Context: an optimization exercise on an open-source flow, tuned for small area and a short achievable clock period. The choices shown serve that exercise and are no tape-out recipe.
Where RTL was checked, it was by simulation tests only, not by an equivalence proof against the original.
Power is estimated from default activity; no workload was simulated.

==> inputs of run a <==
==> flow/design.v <==
module convolution(
input        clk,
input [71:0] pixel_data_in,
input        pixel_data_valid_in,
output reg [7:0] convolved_data_out,
output reg   convolved_data_valid_out
);
wire [7:0] p0 = pixel_data_in[7:0];
wire [7:0] p1 = pixel_data_in[15:8];
wire [7:0] p2 = pixel_data_in[23:16];
wire [7:0] p3 = pixel_data_in[31:24];
wire [7:0] p5 = pixel_data_in[47:40];
wire [7:0] p6 = pixel_data_in[55:48];
wire [7:0] p7 = pixel_data_in[63:56];
wire [7:0] p8 = pixel_data_in[71:64];
reg [8:0] a, b, c, d;
reg       valid1;
always @(posedge clk) begin
    a <= {1'b0, p0} - {1'b0, p8};
    b <= {1'b0, p6} - {1'b0, p2};
    c <= {1'b0, p3} - {1'b0, p5};
    d <= {1'b0, p1} - {1'b0, p7};
    valid1 <= pixel_data_valid_in;
end
wire [10:0] ae = {{2{a[8]}}, a};
wire [10:0] be = {{2{b[8]}}, b};
wire [10:0] ce = {c[8], c, 1'b0};
wire [10:0] de = {d[8], d, 1'b0};
wire [10:0] nbe = ~be;                        
wire [10:0] xs = ae ^ be ^ ce;
wire [10:0] xk = (ae & be) | (ae & ce) | (be & ce);
wire [10:0] xc = {xk[9:0], 1'b0};
wire [10:0] ys = ae ^ nbe ^ de;
wire [10:0] yk = (ae & nbe) | (ae & de) | (nbe & de);
wire [10:0] yc = {yk[9:0], 1'b1};
wire [6:0] gxl = {1'b0, xs[5:0]} + {1'b0, xc[5:0]};
wire [6:0] gyl = {1'b0, ys[5:0]} + {1'b0, yc[5:0]};
wire [6:0] gx7 = {xs[6] ^ xc[6] ^ gxl[6], gxl[5:0]};
wire [6:0] gy7 = {ys[6] ^ yc[6] ^ gyl[6], gyl[5:0]};
function eqk(input [4:0] h, input [4:0] k, input [4:0] v);
    reg [4:0] cy;
    integer i;
    begin
        cy[0] = 1'b0;
        for (i = 1; i < 5; i = i + 1)
            cy[i] = v[i-1] ? (h[i-1] & k[i-1]) : (h[i-1] | k[i-1]);
        eqk = ((h ^ k ^ cy) == v);
    end
endfunction
wire inx = gxl[6] ? (eqk(xs[10:6], xc[10:6], 5'd31) | eqk(xs[10:6], xc[10:6], 5'd30))
                  : (eqk(xs[10:6], xc[10:6], 5'd0)  | eqk(xs[10:6], xc[10:6], 5'd31));
wire iny = gyl[6] ? (eqk(ys[10:6], yc[10:6], 5'd31) | eqk(ys[10:6], yc[10:6], 5'd30))
                  : (eqk(ys[10:6], yc[10:6], 5'd0)  | eqk(ys[10:6], yc[10:6], 5'd31));
reg       big2;
reg       pi2;
reg [5:0] hx2, hy2;
reg       valid2;
always @(posedge clk) begin
    big2 <= ~(inx & iny);
    pi2 <= gx7[0];
    hx2 <= gx7[6:1];
    hy2 <= gy7[6:1];
    valid2 <= valid1;
end
localparam [767:0] T_TABLE = 768'h7df7de79e79e75d75c71c6db6996585d65544d240f34a1c208728d3d049351559761965a6db71c71d75d79e79e79f7df7df7df7df79e79e75d71c6db69a6585d65544d240e30a18018a30e4124d45565d865a69b6dc71d75e79e79f7df7df7df;
wire [5:0] tx = T_TABLE[6*{pi2, hx2} +: 6];
wire m64x = ~pi2 & (hx2 == 6'b100000);
wire sy = hy2[5];
wire [4:0] my = hy2[4:0] ^ {5{sy}};
wire [6:0] cmp = {2'b0, my} + {1'b0, ~tx} + {6'b0, sy & ~pi2};
wire is_edge = big2 | m64x | cmp[6];
always @(posedge clk) begin
    convolved_data_out <= {8{is_edge}};
    convolved_data_valid_out <= valid2;
end
endmodule
==> flow/flow/run.sh <==
#!/bin/bash
# Own flow: the standard synthesis, then its combinational logic re-mapped by ABC (registers,
# their names and cell types kept exactly as the standard synthesis made them), the logic fed
# by the input ports mapped for a tighter delay than the rest, then the standard ORFS layout
# of that netlist with buf_1 cells as the port buffers.
set -euo pipefail
W=$PWD
R=orfs/results/sky130hd/convolution/base
YOSYS=$FLOW_HOME/../tools/install/yosys/bin/yosys
[ -x "$YOSYS" ] || YOSYS=yosys
LIB=$FLOW_HOME/platforms/sky130hd/lib/sky130_fd_sc_hd__tt_025C_1v80.lib

bash standard.sh synth > std_synth.log 2>&1
cp $R/1_2_yosys.v std_netlist.v
DU=$(grep -o -- "-dont_use [^ ]*" orfs/logs/sky130hd/convolution/base/1_2_yosys.log | sort -u | tr '\n' ' ')
mv orfs orfs_std

printf "set_driving_cell sky130_fd_sc_hd__buf_1\nset_load 5\n" > abc.constr

cat > resynth.ys <<EOT
read_liberty -ignore_miss_func $LIB
blackbox sky130_fd_sc_hd__df* sky130_fd_sc_hd__conb_*
read_verilog std_netlist.v
hierarchy -top $FLOW_TOP
flatten
opt_clean -purge
techmap
opt -fast
select -set s1 w:pixel_data_in w:pixel_data_valid_in %u %co*:-sky130_fd_sc_hd__dfxtp_1[Q] t:sky130_fd_sc_hd__df* %d
setattr -set stage1 1 @s1
select -set s2 * a:stage1 %d t:sky130_fd_sc_hd__df* %d t:sky130_fd_sc_hd__conb* %d
abc -script $W/flow/rest.abc -liberty $LIB $DU -constr $W/abc.constr @s2
abc -script $W/flow/s1.abc -liberty $LIB $DU -constr $W/abc.constr a:stage1
opt_clean -purge
hilomap -singleton -hicell sky130_fd_sc_hd__conb_1 HI -locell sky130_fd_sc_hd__conb_1 LO
splitnets
opt_clean -purge
stat -liberty $LIB
write_verilog -noattr -noexpr -nohex -nodec resynth.v
EOT
$YOSYS -s resynth.ys > resynth.log 2>&1

bash standard.sh SYNTH_NETLIST_FILES=$W/resynth.v \
  BUFFER_PORTS_ARGS="-buffer_cell sky130_fd_sc_hd__buf_1" finish > flow_layout.log 2>&1
==> flow/flow/rest.abc <==
strash
ifraig
scorr
dc2
dch -f
map -a
topo
strash
dch -f
map -D 1200
topo
strash
dch -f
map -D 1200
topo
==> flow/flow/s1.abc <==
strash
dch -f
map -D 1000
topo
buffer
upsize -D 850
dnsize -D 850
==> flow/standard.sh <==
#!/bin/bash
# synth_recipe.tcl (not shown) runs the flow's synth.tcl, then flattens the netlist and writes it again
# the make line also repeats each setting of config.mk as NAME=value (left out here)
make -C /OpenROAD-flow-scripts/flow DESIGN_CONFIG=/design/flow/config.mk WORK_HOME=/design/flow/orfs CLKGATE_MAP_FILE= SYNTH_SCRIPT=/design/flow/synth_recipe.tcl "${@:-finish}"
==> flow/config.mk <==
export PLATFORM = sky130hd
export DESIGN_NAME = convolution
export DESIGN_NICKNAME = convolution
export VERILOG_FILES = /design/flow/design.v
export SDC_FILE = /design/flow/constraint.sdc
export NUM_CORES = 4
export LEC_CHECK = 0
export CAP_MARGIN = 20
export CORE_MARGIN = 2
export CORE_UTILIZATION = 40
export CTS_BUF_LIST = sky130_fd_sc_hd__clkbuf_4 sky130_fd_sc_hd__clkbuf_8
export SETUP_SLACK_MARGIN = 3.4
export SLEW_MARGIN = 20
export TNS_END_PERCENT = 10
==> flow/constraint.sdc <==
create_clock -name core_clock -period 5.5 [get_ports {clk}]
set_input_delay 1.1000 -clock core_clock [delete_from_list [all_inputs] [get_ports {clk}]]
set_output_delay 1.1000 -clock core_clock [all_outputs]
set_load 0.01 [all_outputs]
==> run b: changes against run a <==
==> flow/design.v (replaced) <==
module convolution(
input        clk,
input [71:0] pixel_data_in,
input        pixel_data_valid_in,
output reg [7:0] convolved_data_out,
output reg   convolved_data_valid_out
);
wire [7:0] p0 = pixel_data_in[7:0];
wire [7:0] p1 = pixel_data_in[15:8];
wire [7:0] p2 = pixel_data_in[23:16];
wire [7:0] p3 = pixel_data_in[31:24];
wire [7:0] p5 = pixel_data_in[47:40];
wire [7:0] p6 = pixel_data_in[55:48];
wire [7:0] p7 = pixel_data_in[63:56];
wire [7:0] p8 = pixel_data_in[71:64];
reg [8:0] a, b, c, d;
reg       valid1;
always @(posedge clk) begin
    a <= {1'b0, p0} - {1'b0, p8};
    b <= {1'b0, p6} - {1'b0, p2};
    c <= {1'b0, p3} - {1'b0, p5};
    d <= {1'b0, p1} - {1'b0, p7};
    valid1 <= pixel_data_valid_in;
end
wire [10:0] ae = {{2{a[8]}}, a};
wire [10:0] be = {{2{b[8]}}, b};
wire [10:0] ce = {{2{c[8]}}, c};
wire [10:0] de = {{2{d[8]}}, d};
wire [10:0] gx = ae + be + {ce[9:0], 1'b0};
wire [10:0] gy = ae - be + {de[9:0], 1'b0};
wire bigx = ~(&gx[10:6] | ~|gx[10:6]) | (&gx[10:6] & ~|gx[5:0]);
wire bigy = ~(&gy[10:6] | ~|gy[10:6]) | (&gy[10:6] & ~|gy[5:0]);
reg [6:0] gx2, gy2;
reg       big2;
reg       valid2;
always @(posedge clk) begin
    gx2 <= gx[6:0];
    gy2 <= gy[6:0];
    big2 <= bigx | bigy;
    valid2 <= valid1;
end
localparam [895:0] TX_TABLE = 896'h7efdfbf7ef9f3e7cf9f3e7af5ebd78f1e3c76edd3a74e5cb870ddbb66ad5a3466c98b060bd72d58ad5294e992a44480f9d3664b1420302800a308142c64d9d3e811244a993a954ad62d5cbd83062c99b468d5ab66eddc3872e5d3a74eddbc78f1e3d7af5ebe7cf9f3e7cf9fbf7efdfbf;
wire [6:0] tx = TX_TABLE[7*gx2 +: 7];
wire [6:0] xy = gy2 ^ {7{gy2[6]}};
wire [7:0] cmp = {1'b0, xy} + {1'b0, ~tx} + {7'b0, gy2[6]};
wire is_edge = big2 | cmp[7];
always @(posedge clk) begin
    convolved_data_out <= {8{is_edge}};
    convolved_data_valid_out <= valid2;
end
endmodule
==> flow/flow/run.sh (replaced) <==
#!/bin/bash
# Own flow: the standard synthesis, then its combinational logic re-mapped by ABC for area
# (registers, their names and cell types kept as the standard synthesis made them), then the
# standard ORFS layout of that netlist with buf_1 port buffers.
set -euo pipefail
W=$PWD
R=orfs/results/sky130hd/convolution/base
YOSYS=$FLOW_HOME/../tools/install/yosys/bin/yosys
[ -x "$YOSYS" ] || YOSYS=yosys
LIB=$FLOW_HOME/platforms/sky130hd/lib/sky130_fd_sc_hd__tt_025C_1v80.lib

bash standard.sh synth > std_synth.log 2>&1
cp $R/1_2_yosys.v std_netlist.v
DU=$(grep -o -- "-dont_use [^ ]*" orfs/logs/sky130hd/convolution/base/1_2_yosys.log | sort -u | tr '\n' ' ')
mv orfs orfs_std

cat > resynth.ys <<EOT
read_liberty -ignore_miss_func $LIB
blackbox sky130_fd_sc_hd__df* sky130_fd_sc_hd__conb_*
read_verilog std_netlist.v
hierarchy -top $FLOW_TOP
flatten
opt_clean -purge
opt -fast
abc -script $W/flow/resynth.abc -liberty $LIB $DU
opt_clean -purge
hilomap -singleton -hicell sky130_fd_sc_hd__conb_1 HI -locell sky130_fd_sc_hd__conb_1 LO
splitnets
opt_clean -purge
stat -liberty $LIB
write_verilog -noattr -noexpr -nohex -nodec resynth.v
EOT
$YOSYS -s resynth.ys > resynth.log 2>&1

bash standard.sh SYNTH_NETLIST_FILES=$W/resynth.v \
  BUFFER_PORTS_ARGS="-buffer_cell sky130_fd_sc_hd__buf_1" finish > flow_layout.log 2>&1
==> flow/flow/resynth.abc (new file) <==
strash
ifraig
dc2
dch -f
map -a
topo
strash
dch -f
map -a
topo
strash
dch -f
map -a
topo
strash
dch -f
map -a
topo
CTS_BUF_LIST = default   (was sky130_fd_sc_hd__clkbuf_4 sky130_fd_sc_hd__clkbuf_8)
TNS_END_PERCENT = default   (was 10)
removed: flow/flow/rest.abc
removed: flow/flow/s1.abc
==> run c: changes against run a <==
==> flow/design.v (replaced) <==
module convolution(
input        clk,
input [71:0] pixel_data_in,
input        pixel_data_valid_in,
output reg [7:0] convolved_data_out,
output reg   convolved_data_valid_out
);
wire [7:0] p0 = pixel_data_in[7:0];
wire [7:0] p1 = pixel_data_in[15:8];
wire [7:0] p2 = pixel_data_in[23:16];
wire [7:0] p3 = pixel_data_in[31:24];
wire [7:0] p5 = pixel_data_in[47:40];
wire [7:0] p6 = pixel_data_in[55:48];
wire [7:0] p7 = pixel_data_in[63:56];
wire [7:0] p8 = pixel_data_in[71:64];
reg [8:0] a, b, c, d;
reg       valid1;
always @(posedge clk) begin
    a <= {1'b0, p0} - {1'b0, p8};
    b <= {1'b0, p6} - {1'b0, p2};
    c <= {1'b0, p3} - {1'b0, p5};
    d <= {1'b0, p1} - {1'b0, p7};
    valid1 <= pixel_data_valid_in;
end
wire [10:0] ae = {{2{a[8]}}, a};
wire [10:0] be = {{2{b[8]}}, b};
wire [10:0] ce = {{2{c[8]}}, c};
wire [10:0] de = {{2{d[8]}}, d};
reg [10:0] gx, gy;
reg        valid2;
always @(posedge clk) begin
    gx <= ae + be + {ce[9:0], 1'b0};
    gy <= ae - be + {de[9:0], 1'b0};
    valid2 <= valid1;
end
wire m64x = &gx[10:6] & ~|gx[5:0];
wire m64y = &gy[10:6] & ~|gy[5:0];
wire bigx = ~(&gx[10:6] | ~|gx[10:6]) | m64x;
wire bigy = ~(&gy[10:6] | ~|gy[10:6]) | m64y;
localparam [895:0] TX_TABLE = 896'h7efdfbf7ef9f3e7cf9f3e7af5ebd78f1e3c76edd3a74e5cb870ddbb66ad5a3466c98b060bd72d58ad5294e992a44480f9d3664b1420302800a308142c64d9d3e811244a993a954ad62d5cbd83062c99b468d5ab66eddc3872e5d3a74eddbc78f1e3d7af5ebe7cf9f3e7cf9fbf7efdfbf;
wire [6:0] tx = TX_TABLE[7*gx[6:0] +: 7];
wire [6:0] xy = gy[6:0] ^ {7{gy[10]}};
wire [7:0] cmp = {1'b0, xy} + {1'b0, ~tx} + {7'b0, gy[10]};
wire is_edge = bigx | bigy | cmp[7];
always @(posedge clk) begin
    convolved_data_out <= {8{is_edge}};
    convolved_data_valid_out <= valid2;
end
endmodule
==> flow/flow/run.sh (replaced) <==
#!/bin/bash
# Own flow: the standard synthesis, then its combinational logic re-mapped by ABC for area
# (registers, their names and cell types kept as the standard synthesis made them), then the
# standard ORFS layout of that netlist with buf_1 port buffers.
set -euo pipefail
W=$PWD
R=orfs/results/sky130hd/convolution/base
YOSYS=$FLOW_HOME/../tools/install/yosys/bin/yosys
[ -x "$YOSYS" ] || YOSYS=yosys
LIB=$FLOW_HOME/platforms/sky130hd/lib/sky130_fd_sc_hd__tt_025C_1v80.lib

bash standard.sh synth > std_synth.log 2>&1
cp $R/1_2_yosys.v std_netlist.v
DU=$(grep -o -- "-dont_use [^ ]*" orfs/logs/sky130hd/convolution/base/1_2_yosys.log | sort -u | tr '\n' ' ')
mv orfs orfs_std

cat > resynth.ys <<EOT
read_liberty -ignore_miss_func $LIB
blackbox sky130_fd_sc_hd__df* sky130_fd_sc_hd__conb_*
read_verilog std_netlist.v
hierarchy -top $FLOW_TOP
flatten
opt_clean -purge
opt -fast
abc -script $W/flow/resynth.abc -liberty $LIB $DU
opt_clean -purge
hilomap -singleton -hicell sky130_fd_sc_hd__conb_1 HI -locell sky130_fd_sc_hd__conb_1 LO
splitnets
opt_clean -purge
stat -liberty $LIB
write_verilog -noattr -noexpr -nohex -nodec resynth.v
EOT
$YOSYS -s resynth.ys > resynth.log 2>&1

bash standard.sh SYNTH_NETLIST_FILES=$W/resynth.v \
  BUFFER_PORTS_ARGS="-buffer_cell sky130_fd_sc_hd__buf_1" finish > flow_layout.log 2>&1
==> flow/flow/resynth.abc (new file) <==
strash
ifraig
scorr
dc2
dch -f
map -a
topo
strash
dch -f
map -D 1000
topo
strash
dch -f
map -D 1000
topo
CTS_BUF_LIST = default   (was sky130_fd_sc_hd__clkbuf_4 sky130_fd_sc_hd__clkbuf_8)
SETUP_SLACK_MARGIN = 3.5   (was 3.4)
TNS_END_PERCENT = default   (was 10)
removed: flow/flow/rest.abc
removed: flow/flow/s1.abc
==> run d: changes against run a <==
CTS_BUF_LIST = default   (was sky130_fd_sc_hd__clkbuf_4 sky130_fd_sc_hd__clkbuf_8)
GPL_ROUTABILITY_DRIVEN = 0   (was default)
==> results.txt <==
| item | run d | run a | run c | run b |
|---|---|---|---|---|
| Width of the die | 103 µm | 103 µm | 106 µm | 103 µm |
| Non-Clock Buffer Count | 76 | 75 | 123 | 180 |
| Area used by multi-input combinational logic | 2570 µm² | 2590 µm² | 2980 µm² | 2990 µm² |
| Crit path DAT | 2240 ps | 2240 ps | 2310 ps | 2960 ps |
| Proportion of total power due to net switching | 46.2% | 45.0% | 43.0% | 45.2% |
| Global-route track usage on met2 | 26.4% | 27.5% | 31.2% | 35.1% |
| Max VDD drop | 0.140 mV | 0.149 mV | 0.171 mV | 0.209 mV |
| Number of clock sinks seen by CTS | 54 | 54 | 61 | 54 |
| Outcome | complete, no violations | complete, no violations | complete, no violations | complete, no violations |
| Number of standard cells after synthesis | 625 | 625 | 648 | 604 |
| Max-slew headroom | 70.9% | 66.2% | 71.3% | 68.0% |
| Clock Network Area Fraction | 1.91% | 2.62% | 3.79% | 1.78% |
| Power consumption | 1.85 mW | 1.93 mW | 2.43 mW | 2.85 mW |
| Internal power consumption | 0.998 mW | 1.06 mW | 1.39 mW | 1.56 mW |
| Post-Synthesis Cell Area | 3950 µm² | 3950 µm² | 4190 µm² | 3920 µm² |
Only the layout flow was run in run b; the RTL was not checked for function there.

port drivers added, routing unchanged:
Ports are ideal in the flow. The routed layouts listed here were re-timed in OpenROAD.
Step 1: set_driving_cell puts a clkbuf_16 on clk and a buf_2 on each other input, an assumption about the parent block.
Step 2 moves the port delays by t, midway between the first and last clock arrival at a register: inputs arrive t later, outputs are due t later. That takes back most of the time a late clock gives input paths.
Three values: no drivers, after step 1, after step 2; two values: the first two.
| run | shift t [ns] | setup WS [ns] | hold WS [ns] | latest minus earliest clock arrival (ns) | cell pins on the clock port's net |
|---|---|---|---|---|---|
| run a | 0.330 | 3.471 / 3.482 / 3.152 | 0.341 / 0.341 / 0.341 | 0.022 / 0.022 | 1 |
| run b | 0.340 | 2.730 / 2.730 / 2.625 | 0.343 / 0.343 / 0.343 | 0.008 / 0.008 | 1 |
| run c | 0.363 | 3.416 / 3.412 / 3.049 | 0.331 / 0.331 / 0.331 | 0.013 / 0.013 | 1 |
| run d | 0.325 | 3.459 / 3.452 / 3.143 | 0.339 / 0.339 / 0.339 | 0.016 / 0.016 | 1 |
After both steps every run listed still meets setup and hold. The setup slack of run c, which loses most, moves by -0.004 ns with the drivers and by -0.367 ns with both steps.
